Source: an optimization exercise on an open RTL-to-GDS flow (aim: small area). Production flows keep margins and buffers that such runs may drop. Only simulation tests tie the RTL to the original design; equivalence was not proved. Power and IR drop assume default switching activity.

==> constraint.sdc <==
create_clock -name core_clock -period 10.0 [get_ports {clk}]
set_input_delay 2.0000 -clock core_clock [delete_from_list [all_inputs] [get_ports {clk}]]
set_output_delay 2.0000 -clock core_clock [all_outputs]
set_load 0.01 [all_outputs]
==> run.sh <==
#!/bin/bash
# synth_recipe.tcl (not shown) runs the flow's synth.tcl, then flattens the netlist and writes it again
# the make line also repeats each setting of config.mk as NAME=value (left out here)
make -C /OpenROAD-flow-scripts/flow DESIGN_CONFIG=/design/flow/config.mk WORK_HOME=/design/flow/orfs CLKGATE_MAP_FILE= SYNTH_SCRIPT=/design/flow/synth_recipe.tcl finish
==> config.mk <==
export PLATFORM = sky130hd
export DESIGN_NAME = top
export DESIGN_NICKNAME = top
export VERILOG_FILES = /design/flow/design.v
export SDC_FILE = /design/flow/constraint.sdc
export NUM_CORES = 4
export LEC_CHECK = 0
export CAP_MARGIN = 20
export CORE_MARGIN = 2
export CORE_UTILIZATION = 40
export SLEW_MARGIN = 20
==> design.v <==
module controller #(
    parameter [19:0] IDLE_CYCLES = 20'd351832    
)(
    input logic clk, 
    input logic rst, 
    output logic load_sreg, 
    output logic transmit_pixel, 
    output logic [5:0] pixel, 
    output logic [4:0] frame,
    output logic idle
);
    localparam TRANSMIT_FRAME       = 1'b0;
    localparam IDLE                 = 1'b1;
    localparam [2:0] READ_CH_VALS   = 3'b001;
    localparam [2:0] LOAD_SREG      = 3'b010;
    localparam [2:0] TRANSMIT_PIXEL = 3'b100;
    localparam [8:0] TRANSMIT_CYCLES    = 9'd360;        
    logic state;
    logic next_state;
    logic [2:0] transmit_phase;
    logic [2:0] next_transmit_phase;
    logic [5:0] pixel_counter;
    logic [4:0] frame_counter;
    logic [8:0] transmit_counter;
    logic [19:0] idle_counter;
    logic transmit_pixel_done;
    logic idle_done;
    assign transmit_pixel_done = (transmit_counter == TRANSMIT_CYCLES - 1);
    assign idle_done = (idle_counter == IDLE_CYCLES - 1);
    always_ff @(negedge clk) begin
        if (rst) begin
            state <= TRANSMIT_FRAME;
            transmit_phase <= READ_CH_VALS;
        end
        else begin
            state <= next_state;
            transmit_phase <= next_transmit_phase;
        end
    end
    always_comb begin
        next_state = 1'bx;
        unique case (state)
            TRANSMIT_FRAME:
                if ((pixel_counter == 6'd0) && (transmit_pixel_done))
                    next_state = IDLE;
                else
                    next_state = TRANSMIT_FRAME;
            IDLE:
                if (idle_done)
                    next_state = TRANSMIT_FRAME;
                else
                    next_state = IDLE;
        endcase
    end
    always_comb begin
        next_transmit_phase = READ_CH_VALS;
        if (state == TRANSMIT_FRAME) begin
            case (transmit_phase)
                READ_CH_VALS:
                    next_transmit_phase = LOAD_SREG;
                LOAD_SREG:
                    next_transmit_phase = TRANSMIT_PIXEL;
                TRANSMIT_PIXEL:
                    next_transmit_phase = transmit_pixel_done ? READ_CH_VALS : TRANSMIT_PIXEL;
            endcase
        end
    end
    always_ff @(negedge clk) begin
        if (rst) begin
            pixel_counter <= 6'd63;
        end
        else if ((state == TRANSMIT_FRAME) && transmit_pixel_done) begin
            pixel_counter <= pixel_counter - 1;
        end
    end
    always_ff @(negedge clk) begin
        if (rst) begin
            frame_counter <= 5'd0;
        end
        else if (idle_done) begin
            frame_counter <= frame_counter + 1;
        end
    end
    always_ff @(negedge clk) begin
        if (rst) begin
            transmit_counter <= 9'd0;
        end
        else if (transmit_phase == TRANSMIT_PIXEL) begin
            transmit_counter <= transmit_counter + 1;
        end
        else begin
            transmit_counter <= 9'd0;
        end
    end
    always_ff @(negedge clk) begin
        if (rst) begin
            idle_counter <= 20'd0;
        end
        else if (state == IDLE) begin
            idle_counter <= idle_counter + 1;
        end
        else begin
            idle_counter <= 20'd0;
        end
    end
    assign pixel = pixel_counter;
    assign frame = frame_counter;
    assign load_sreg = (transmit_phase == LOAD_SREG);
    assign transmit_pixel = (transmit_phase == TRANSMIT_PIXEL);
    assign idle = (state == IDLE);
endmodule
module ws2812b(
    input logic clk, 
    input logic rst, 
    input logic serial_in, 
    input logic transmit, 
    output logic ws2812b_out, 
    output logic shift
);
    localparam IDLE = 1'b0;
    localparam TRANSMITTING = 1'b1;
    localparam T0_CYCLE_COUNT = 4'd5;
    localparam T1_CYCLE_COUNT = 4'd10;
    localparam MAX_CYCLE_COUNT = 4'd15;
    logic state;
    logic [3:0] cycle_count;
    logic bit_being_sent;
    always_ff @(posedge clk) begin
        if (rst) begin
            state <= IDLE;
            cycle_count <= 4'd0;
            bit_being_sent <= 1'b0;
        end
        else unique case (state)
            IDLE:
                if (transmit == 1'b1) begin
                    state <= TRANSMITTING;
                    cycle_count <= 4'd0;
                    bit_being_sent <= serial_in;
                end
            TRANSMITTING:
                if (transmit == 1'b0) begin
                    state <= IDLE;
                end
                else if (cycle_count == MAX_CYCLE_COUNT - 1) begin
                    cycle_count <= 4'd0;
                    bit_being_sent <= serial_in;
                end
                else begin
                    cycle_count <= cycle_count + 1;
                end
        endcase
    end
    always_comb begin
        if (state == TRANSMITTING)
            if (bit_being_sent == 1'b0)
                ws2812b_out = (cycle_count < T0_CYCLE_COUNT);
            else
                ws2812b_out = (cycle_count < T1_CYCLE_COUNT);
        else
            ws2812b_out = 1'b0;
    end
    assign shift = (state == TRANSMITTING) && (cycle_count == 4'd0);
endmodule
module game_of_life (
    input logic clk,
    input logic update,
    input logic [63:0] current_bits,
    output logic [63:0] next_bits
);
    localparam num_rows = 8;
    localparam num_cols = 8;
    int idx;
    int neighbors;
    logic alive;
    int neighbor_row;
    int neighbor_col;
    int nidx;
    always_ff @(posedge clk) begin
        if (update) begin
            for (int row = 0; row < num_rows; row++) begin
                for (int col = 0; col < num_cols; col++) begin
                    idx = row * num_cols + col;
                    neighbors = 0;
                    for (int delta_row = -1; delta_row <= 1; delta_row++) begin
                        for (int delta_col = -1; delta_col <= 1; delta_col++) begin
                            if (!(delta_row == 0 && delta_col == 0)) begin
                                neighbor_row = (row + delta_row + num_rows) % num_rows;
                                neighbor_col = (col + delta_col + num_cols) % num_cols;
                                nidx = neighbor_row * num_cols + neighbor_col;
                                if (current_bits[nidx])
                                    neighbors = neighbors + 1;
                            end
                        end
                    end
                    alive = current_bits[idx];
                    if (alive) begin
                        if ((neighbors == 2) || (neighbors == 3))
                            next_bits[idx] <= 1'b1;
                        else
                            next_bits[idx] <= 1'b0;
                    end
                    else begin
                        if (neighbors == 3)
                            next_bits[idx] <= 1'b1;
                        else
                            next_bits[idx] <= 1'b0;
                    end
                end
            end
        end
    end
endmodule
module top(
    input logic clk,
    input logic rst,
    input logic [63:0] init_r,
    input logic [63:0] init_g,
    input logic [63:0] init_b,
    output logic _48b,
    output logic _45a
);
    logic [5:0] pixel;
    logic [4:0] frame;
    logic [10:0] address;
    logic [23:0] shift_reg;
    logic load_sreg;
    logic transmit_pixel;
    logic shift;
    logic ws2812b_out;
    logic ctrl_idle;
    localparam clock_rate = 12000000;
    assign address = { 5'd0, pixel };
    logic [7:0] frame_buffer_R [0:63];
    logic [7:0] frame_buffer_G [0:63];
    logic [7:0] frame_buffer_B [0:63];
    ws2812b u_ws (
        .clk                (clk),
        .rst                (rst),
        .serial_in          (shift_reg[23]),
        .transmit           (transmit_pixel),
        .ws2812b_out        (ws2812b_out),
        .shift              (shift)
    );
    controller #(
        .IDLE_CYCLES        (20'd1000)
    ) u_ctrl (
        .clk                (clk),
        .rst                (rst),
        .load_sreg          (load_sreg),
        .transmit_pixel     (transmit_pixel),
        .pixel              (pixel),
        .frame              (frame),
        .idle               (ctrl_idle)
    );
    localparam UPDATE_CYCLES = 30000;
    localparam logic [7:0] BRIGHTNESS = 8'h05;
    logic [63:0] frame_bits_R, frame_bits_G, frame_bits_B;
    logic [63:0] next_bits_R, next_bits_G, next_bits_B;
    logic auto_update_sig;
    always_comb begin
        for (int i = 0; i < 64; i++) begin
            frame_bits_R[i] = frame_buffer_R[i];
            frame_bits_G[i] = frame_buffer_G[i];
            frame_bits_B[i] = frame_buffer_B[i];
        end
    end
    game_of_life u_gol_R (
        .clk            (clk),
        .update         (auto_update_sig),
        .current_bits   (frame_bits_R),
        .next_bits      (next_bits_R)
    );
    game_of_life u_gol_G (
        .clk            (clk),
        .update         (auto_update_sig),
        .current_bits   (frame_bits_G),
        .next_bits      (next_bits_G)
    );
    game_of_life u_gol_B (
        .clk            (clk),
        .update         (auto_update_sig),
        .current_bits   (frame_bits_B),
        .next_bits      (next_bits_B)
    );
    logic [$clog2(clock_rate) - 1:0] copy_counter;
    logic update_pending;
    always_ff @(posedge clk) begin
        if (rst) begin
            copy_counter <= 0;
            auto_update_sig <= 1'b0;
            update_pending <= 1'b0;
            for (int i = 0; i < 64; i++) begin
                frame_buffer_R[i] <= init_r[i] ? BRIGHTNESS : 8'h00;
                frame_buffer_G[i] <= init_g[i] ? BRIGHTNESS : 8'h00;
                frame_buffer_B[i] <= init_b[i] ? BRIGHTNESS : 8'h00;
            end
        end
        else begin
            if (UPDATE_CYCLES != 0) begin
                if (copy_counter == UPDATE_CYCLES - 1) begin
                    copy_counter <= 0;
                    auto_update_sig <= 1'b1;
                    update_pending <= 1'b1;
                end else begin
                    copy_counter <= copy_counter + 1;
                    auto_update_sig <= 1'b0;
                end
            end else begin
                auto_update_sig <= 1'b0;
            end
            if (update_pending && ctrl_idle && !auto_update_sig) begin
                update_pending <= 1'b0;
                for (int i = 0; i < 64; i++) begin
                    frame_buffer_R[i] <= next_bits_R[i] ? BRIGHTNESS : 8'h00;
                    frame_buffer_G[i] <= next_bits_G[i] ? BRIGHTNESS : 8'h00;
                    frame_buffer_B[i] <= next_bits_B[i] ? BRIGHTNESS : 8'h00;
                end
            end
        end
    end
    always_ff @(posedge clk) begin
        if (rst) begin
            shift_reg <= 24'd0;
        end
        else if (load_sreg) begin
            shift_reg <= { frame_buffer_G[address], frame_buffer_R[address], frame_buffer_B[address] };
        end
        else if (shift) begin
            shift_reg <= { shift_reg[22:0], 1'b0 };
        end
    end
    assign _48b = ws2812b_out;
    assign _45a = ~ws2812b_out;
endmodule
==> results of run 1 <==
-- layout by cell type (no fill, tap or decap), types with 213 or more instances in the layout --
master       n
ha_1      1348
buf_4      213
a21oi_1    294
nand2_1   1653
o21ai_0    335
nor3_1     225
inv_1      558
edfxtp_1   384
xnor2_1   1386
xor2_1     684
nor2_1     715
mux2i_1    223
mux2_2     523
nand3_1    485
o31ai_1    231
-- logic make-up (layout without fill, tap and decap cells) --
group	Yosys count	after routing
AO/OA/AOI/OAI	1972	1972
XOR/XNOR	2180	2180
adder cells (fa/ha/maj)	1354	1354
buffers and inverters	1280	1248
flip-flops	479	479
multiplexers	748	748
other	0	2
AND/OR/NAND/NOR	4162	4162
-- per-stage QoR --
| stage | total power, mW | cells | cell area, um^2 | setup slack (ns) | utilization [%] |
|---|---|---|---|---|---|
| finish | 16.5 | 15347 | 105000 | 1.55 | 43.4 |
| global route | 18.2 | 15345 | 105000 | 1.38 | 43.4 |
| CTS | 16.5 | 15345 | 105000 | 1.70 | 43.4 |
| detailed placement | 13.5 | 15171 | 103000 | 1.34 | 42.3 |
| global placement | 13.4 | 15171 | 103000 | 1.39 | 42.3 |
| floorplan | 11.4 | 12175 | 97500 | -5.03 | - |
-- worst min path at each step --
stage / start / endpoint / slack [ns]
after floorplan: copy_counter[0] / copy_counter[0] / 0.42
after global placement: copy_counter[0] / copy_counter[0] / 0.43
after detailed placement: copy_counter[0] / copy_counter[0] / 0.44
after CTS: u_ctrl.transmit_counter[0] / u_ctrl.transmit_counter[0] / 0.45
after global routing: copy_counter[0] / copy_counter[0] / 0.47
final: u_ctrl.transmit_counter[0] / u_ctrl.transmit_counter[0] / 0.44
-- cell type report --
cell class	count	share of cell area, %
diodes	2	0.00475
multi-input cells	10416	75.1
inverters	662	2.36
clock inverters	84	0.652
flip-flops and latches	479	12.8
repair buffers	411	3.43
well taps	3202	3.80
clock buffers	91	1.93
-- where the power goes --
group	leakage, nW	switching, mW	internal (mW)
logic	36.8	6.28	4.92
registers	4.40	0.0206	2.34
clock network	1.46	1.23	1.70
total	42.7	7.53	8.96
-- layer usage --
layer / vias to the layer above / part of all wire, %
li1: 43209 / -
met1: 41089 / 47
met4: 2 / 3.3
met2: 2208 / 44
met3: 361 / 5.4
met5: - / 0.0045
==> reports/results.md, run 1 <==
## Critical path
• crit path to: shift_reg[0]
• cells along the critical path: nor2b_2 -> nand2_1 -> a21oi_1 -> a2111oi_0 -> o2111ai_1 -> o2111ai_1 -> o211ai_1 -> o21ai_0
• kind of launch point of the worst setup path: flop
• arrival time at the worst endpoint: 9.05 ns
• Critical-path top delay cell: dfxtp_4
• endpoint class of the critical path: flop
• endpoint of the most critical register-to-register path: shift_reg[0]
• dominant delay contributor by cell family on the critical path: compound AO/OA/AOI/OAI gates
• Worst Path Buf+Inv: 0
• Crit path largest cell delay: 0.79 ns
• Critical Path RT: 10.60 ns
• depth of the critical timing path with buffers and inverters included: 8
• worst setup path start: u_ctrl.pixel_counter[5]
• cells on worst reg2reg path: 8
• startpoint of the worst-slack reg-to-reg timing path: u_ctrl.pixel_counter[5]
• most used cell along the critical path: o2111ai_1
• biggest fanout along the worst timing path: 73
• Critical Setup Path Class: flop to flop
• slack of the worst reg-to-reg path: 1.55 ns

## STA
• final-report hold violation count: 0
• slew at the pin with the worst max-slew slack: 1.06 ns
• setup repair after global routing missed its margin: false
• Post-Route Hold Slack: 0.444 ns
• Setup Total Neg Slack: 0 ns
• worst setup skew after layout: 0.0590 ns
• max-slew violation count: 0
• worst relative slew slack: 29.6%
• setup violation total in the final timing report: 0

## Yosys
• fraction of synthesized area in multiplexers: 8.38%
• synthesized-area fraction occupied by ao, oa, aoi and oai cells: 14.2%
• sequential area share after synthesis: 13.8%
• syn nets: 13721
• asr flop ratio synth: 0%
• Seq cells post-synth: 479
• largest cells by area after synthesis: ha_1 17%, xnor2_1 12%, edfxtp_1 12%
• most frequent cell after synthesis: nand2_1
• Synth Area in XOR/XNOR: 21.1%
• Post-synth top cells: 1653 x nand2_1, 1386 x xnor2_1, 1352 x ha_1
• area of the mapped netlist: 97500 um^2
• gate count after technology mapping: 12175
• main combinational cell family by area after synthesis: XOR/XNOR gates
• biggest area consumer among synthesized cells: ha_1
• fraction of synthesized cell area taken by the top area cell type: 17.4%
• Simple-Gate Fraction of Synth Area: 20.1%
• Avg Cell Area, Syn: 8.01 um^2
• Ys Warns: 7
• arithmetic-cell share of the synthesized area counting full adders, half adders and majority gates: 17.4%
• primary flip-flop cell chosen by synthesis mapping: edfxtp_1
• count of flip-flops with a built-in enable after synthesis: 384
• number of unique standard cell types used by synthesis: 98

## Clock network
• Num Clock Sinks: 479
• CTS max path bufs: 3
• clock latency of the later-clocked register in the worst-skew pair: 0.75 ns
• H-Tree Depth: 3
• TritonCTS clock tree: yes
• total of hold buffers inserted after clock tree synthesis: 0
• Clock transition at path regs: 0.06 ns
• Post-CTS Resized: 0
• clock buffer count from CTS: 74
• post-CTS setup-driven buffer insertion count: 0
• root cell of the clock tree: clkbuf_16

## Floorplan
• effective utilization at floorplan: 40.2%
• area of the die: 248000 um^2
• number of rows created at floorplan: 181
• I/O Pins: 196
• Floorplan Core Area: 243000 um^2
• Chip Width: 498 um
• die outline height: 498 um

## Drt
• Iteration-0 DRC Markers: 6595
• first-pass iteration count of the detailed router: 6
• Via-to-Cell Ratio: 5.66
• via count: 86869
• detailed-route wire length per cell: 19.0 um
• detailed-route wire length: 292000 um
• Antenna Nets Post-Route: 0
• number of DRC violations after detailed routing: 0

## Global route
• met2 track utilization from global routing: 37.0%
• met1 usage in global routing: 31.6%
• leftover overflow at the end of global routing: 0
• vias in the first global route: 79945
• total global-route track usage: 22.7%
• maximum number of pins on one net before global-route repair: 109
• wire length of the first global-routing pass: 454000 um
• initial antenna violation count: 19
• routing layer with the top usage in global route: met2
• GR met3 Demand/Resource: 2.11%

## Cells and area
• area added between synthesis and finish: 8.08%
• fraction of layout cells with a size suffix above 1: 9.20%
• Final Net Count: 13629
• multi-input gate area in the final layout: 79100 um^2
• sequential cell area: 13400 um^2
• Fillers: 24351

## Placed design
• detailed-placement wirelength estimate: 212000 um
• Port-buffer cells: 195
• RePlAce Congestion: 0.869

## Flow run
• total of max-cap violations: 0

## Pwr
• Leakage: 42.7 nW
• Worst IR Drop VDD: 0.119 mV
• power per cell area: 156 nW/um^2

## Min path
• worst hold stages: 1
• class of the tightest hold or removal check: flop to flop

## Run status
• status: timing/DRC/antenna clean

==> run 2: changes to the inputs <==
==> design.v (replaced) <==
module top(
    input  logic        clk,
    input  logic        rst,
    input  logic [63:0] init_r,
    input  logic [63:0] init_g,
    input  logic [63:0] init_b,
    output logic        _48b,
    output logic        _45a
);
    logic [3:0] m;       
    logic [4:0] b;       
    logic [5:0] p;       
    logic       idle;
    logic m_end, b_last, jump;
    assign m_end  = (m == 4'd14);
    assign b_last = (b == 5'd23);
    assign jump   = idle && (p == 6'd61) && (b == 5'd18) && (m == 4'd3);
    always_ff @(posedge clk) begin
        if (rst || jump) begin
            m <= 4'd13; b <= 5'd24; p <= 6'd63; idle <= 1'b0;
        end else if (m_end) begin
            if (b_last) begin
                m <= 4'd13; b <= 5'd24; p <= p - 6'd1;
                if (p == 6'd0) idle <= 1'b1;
            end else begin
                m <= 4'd0;
                b <= (b == 5'd24) ? 5'd0 : b + 5'd1;
            end
        end else begin
            m <= m + 4'd1;
        end
    end
    logic [14:0] uc;
    logic pend, nxt, w;
    logic uc_end;
    assign uc_end = (uc == 15'd29999);
    logic [5:0] ct;
    logic wr;
    assign wr = nxt && idle && (w || ct == 6'd63);
    always_ff @(posedge clk) begin
        if (rst) begin
            uc <= 15'd0; pend <= 1'b0; nxt <= 1'b0; w <= 1'b0; ct <= 6'd63;
        end else begin
            uc <= uc_end ? 15'd0 : uc + 15'd1;
            ct <= ct - 6'd1;
            w  <= wr && (ct != 6'd0);
            if (uc_end) pend <= 1'b1;
            else if (jump) pend <= 1'b0;
            if (jump) nxt <= pend;
            else if (wr && ct == 6'd0) nxt <= 1'b0;
        end
    end
    logic [2:0] k, r;
    assign k = ct[2:0];
    assign r = ct[5:3];
    logic [63:0] S  [3];
    logic [14:0] D  [3];
    logic [7:0]  R8 [3];
    logic [2:0]  nw;         
    logic [2:0]  L;          
    logic [63:0] init [3];
    assign init[0] = init_g;
    assign init[1] = init_r;
    assign init[2] = init_b;
    for (genvar c = 0; c < 3; c++) begin : ch
        logic n1, n2, n3, n4, n5, n6, n7, n8;
        assign n1 = (k == 3'd0) ? D[c][6]  : S[c][62];
        assign n2 = (k == 3'd7) ? S[c][56] : D[c][0];
        assign n3 = D[c][7];
        assign n4 = (k == 3'd0) ? D[c][14] : D[c][6];
        assign n5 = (k == 3'd7) ? D[c][0]  : D[c][8];
        assign n6 = (r == 3'd0) ? R8[c][7] : S[c][55];
        assign n7 = (r == 3'd0) ? R8[c][6] : ((k == 3'd0) ? S[c][62] : S[c][54]);
        assign n8 = (r == 3'd0) ? R8[c][0] : ((k == 3'd7) ? S[c][48] : S[c][56]);
        logic [3:0] cnt;
        assign cnt = n1 + n2 + n3 + n4 + n5 + n6 + n7 + n8;
        assign nw[c] = (cnt == 4'd3) || (S[c][63] && cnt == 4'd2);
        always_ff @(posedge clk) begin
            if (rst) S[c] <= init[c];
            else     S[c] <= {S[c][62:0], wr ? nw[c] : S[c][63]};
            D[c]  <= {D[c][13:0], S[c][63]};
            R8[c] <= {R8[c][6:0], (r == 3'd7) ? S[c][63] : R8[c][7]};
            if (ct == p) L[c] <= nxt ? nw[c] : S[c][63];
        end
    end
    logic bitval, o;
    always_comb begin
        case (b[4:3])
            2'd0:    bitval = L[0];
            2'd1:    bitval = L[1];
            default: bitval = L[2];
        endcase
        bitval = bitval && b[2] && b[0];
        o = !idle && (b != 5'd24) && ((m < 4'd5) || ((m < 4'd10) && bitval));
    end
    assign _48b = o;
    assign _45a = ~o;
endmodule
==> reports/results.md, run 2 <==
## Cells and area
• non-filler instance count after layout: 1370
• Final Net Count: 1237
• Fillers: 2286
• Regs by FF count: S: 192 flops, D: 45 flops, R8: 24 flops
• flip-flop count of the largest register, all copies and words added: 192
• area added between synthesis and finish: 32.3%
• most flop-heavy register: S
• highest-count cells in the layout ignoring fill and taps: 301 x dfxtp_1, 210 x mux2_2, 194 x clkdlybuf4s50_1
• fraction of layout cells with a size suffix above 1: 26.6%
• most common cell after layout, fill and taps aside: dfxtp_1

## Drt
• detailed-route wire length per cell: 15.0 um
• Antenna Nets Post-Route: 0
• Iteration-0 DRC Markers: 230
• via count: 6327
• Via-to-Cell Ratio: 4.62
• number of DRC violations after detailed routing: 0
• detailed-route wire length: 20500 um
• first-pass iteration count of the detailed router: 4

## Critical path
• Critical-path top delay cell: nor2b_2
• slack of the worst reg-to-reg path: 5.21 ns
• endpoint class of the critical path: flop
• Crit path largest cell delay: 0.56 ns
• dominant delay contributor by cell family on the critical path: adder cells
• Critical Path RT: 10.41 ns
• most used cell along the critical path: fa_1
• startpoint of the worst-slack reg-to-reg timing path: ct[0]
• cells along the critical path: inv_1 -> ha_1 -> nor2b_2 -> mux2_2 -> fa_1 -> inv_1 -> fa_1 -> inv_1 -> fa_1 -> ha_1 -> fa_1 -> or2_2 -> a211oi_1 -> mux2i_1 -> o21ai_0
• endpoint of the most critical register-to-register path: S[2][0]
• biggest fanout along the worst timing path: 11
• arrival time at the worst endpoint: 5.20 ns
• cells on worst reg2reg path: 15
• Worst Path Buf+Inv: 3
• kind of launch point of the worst setup path: flop
• Critical Setup Path Class: flop to flop

## STA
• worst relative slew slack: 27.8%
• final-report hold violation count: 0
• final worst-path cycle share: 47.9%
• worst setup skew after layout: 0.0197 ns
• slew at the pin with the worst max-slew slack: 1.08 ns
• fmax: 209 MHz
• Min Clock Period, post-route: 4.79 ns
• Setup Total Neg Slack: 0 ns
• setup ws final: 5.21 ns
• setup repair after global routing missed its margin: false
• max-slew violation count: 0
• setup violation total in the final timing report: 0

## Global route
• maximum number of pins on one net before global-route repair: 138
• vias in the first global route: 6698
• initial antenna violation count: 1
• wire length of the first global-routing pass: 33800 um
• total global-route track usage: 15.0%
• leftover overflow at the end of global routing: 0

## Clock network
• clock buffer count from CTS: 34
• H-Tree Depth: 2
• CTS max path bufs: 3
• total of hold buffers inserted after clock tree synthesis: 0
• root cell of the clock tree: clkbuf_16
• Post-CTS Resized: 0
• clock latency of the later-clocked register in the worst-skew pair: 0.50 ns
• Num Clock Sinks: 304
• Clock transition at path regs: 0.06 ns
• TritonCTS clock tree: yes
• post-CTS setup-driven buffer insertion count: 0

## Yosys
• syn nets: 1038
• fraction of synthesized cell area taken by the top area cell type: 57.2%
• most frequent cell after synthesis: dfxtp_1
• Post-synth top cells: 301 x dfxtp_1, 210 x mux2_2, 28 x nor2_1
• gate count after technology mapping: 811
• Ys Warns: 5
• Avg Cell Area, Syn: 13.0 um^2
• biggest area consumer among synthesized cells: dfxtp_1
• asr flop ratio synth: 0%
• sequential area share after synthesis: 58.1%
• Seq cells post-synth: 304
• primary flip-flop cell chosen by synthesis mapping: dfxtp_1
• number of unique standard cell types used by synthesis: 52
• count of flip-flops with a built-in enable after synthesis: 3
• largest cells by area after synthesis: dfxtp_1 57%, mux2_2 22%, ha_1 2.5%
• area of the mapped netlist: 10500 um^2

## Floorplan
• I/O Pins: 196
• Chip Width: 166 um
• die outline height: 166 um
• number of rows created at floorplan: 59
• effective utilization at floorplan: 40.5%
• Floorplan Core Area: 26000 um^2
• area of the die: 27600 um^2

## Flow run
• total of max-cap violations: 0

## Pwr
• Worst IR Drop VDD: 0.148 mV
• power per cell area: 217 nW/um^2
• Leakage: 5.49 nW

## Min path
• class of the tightest hold or removal check: flop to flop
• worst hold endpoint: R8[0][3]
• worst hold stages: 0
• Hold Path Origin: R8[0][2]

## Run status
• status: timing/DRC/antenna clean

## Placed design
• DP Worst Slack: 4.83 ns
• placed cell count: 1309
• Port-buffer cells: 195
• RePlAce Congestion: 0.784
• detailed-placement wirelength estimate: 14200 um

run 2: logic make-up (layout without fill, tap and decap cells):
logic type	after synthesis	in the layout	share of synthesized area (%)
DFF	304	304	58.1
muxes	216	216	23.0
and+or+nand+nor	125	125	6.48
buffers and inverters	56	279	2.37
AOI/OAI and AO/OA	50	50	3.01
adders and majority gates	33	33	4.78
xor gates and xnor gates	27	27	2.25
other	0	1	0
run 2: through the flow:
stage / power [mW] / instance area [um^2] / hold slack [ns] / utilization [%]
after global routing: 3.18 / 13900 / 0.317 / 53.6
final: 3.02 / 13900 / 0.312 / 53.6
after CTS: 3.06 / 13900 / 0.310 / 53.6
after detailed placement: 1.77 / 12800 / 0.312 / 49.1
after global placement: 1.76 / 12800 / 0.310 / 49.1
after floorplan: 1.63 / 10500 / 0.310 / -
run 2: area by class of cell:
type | instances | area (um^2) | area share, %
multi-input combinational | 451 | 4170 | 29.9
clock buffer | 49 | 1010 | 7.24
inverter | 22 | 82.6 | 0.593
tap | 335 | 419 | 3.01
clock inverter | 11 | 159 | 1.14
timing repair buffer | 197 | 1970 | 14.2
sequential | 304 | 6120 | 43.9
antenna | 1 | 2.50 | 0.0180
run 2: report_power, final:
part           internal [mW]  leakage, nW  switching [mW]  total (mW)
clock network          0.803        0.580           0.473        1.28
logic                  0.222         2.35           0.140       0.362
registers               1.33         2.56          0.0467        1.38
total                   2.36         5.49           0.659        3.02
run 2: worst max path at each step:
stage	slack [ns]	cells after the start	to	from
2_1_floorplan	5.53	15	L[2]	ct[0]
3_3_place_gp	5.04	15	S[1][0]	ct[0]
3_5_place_dp	4.83	15	S[2][0]	ct[0]
4_1_cts	4.84	15	S[2][0]	ct[0]
5_1_grt	4.95	15	S[2][0]	ct[0]
6_report	5.21	15	S[2][0]	ct[0]
run 2: metal layers:
layer	wire length (um)	vias up	GRT usage, %
met5	0	-	0
met4	426	0	5.06
met3	1780	32	6.24
met2	9490	149	24.5
met1	8840	2922	18.0
li1	-	3224	-

[re-timing with driven ports]
No port has a modelled driver above. Below, the same layout with a new extraction and two added sets of constraints. Step 1 assumes that a clkbuf_16 drives the clock port and a buf_2 every other input. Step 2 moves the port delays by t, midway between the first and last clock arrival at a register: inputs arrive t later, outputs are due t later. That takes back most of the time a late clock gives input paths. Slacks: no drivers / after step 1 / after step 2; pairs: no drivers / after step 1.
run: run 2
t, ns: 0.535
setup WS [ns]: 5.207 / 5.207 / 5.207
clock arrival spread, ns: 0.021 / 0.022
slew at the worst register clock pin (ns): 0.06 / 0.06
After both steps setup and hold are still met in run 2. The setup slack of run 2 moves by 0.000 ns with the drivers and by 0.000 ns with both steps.
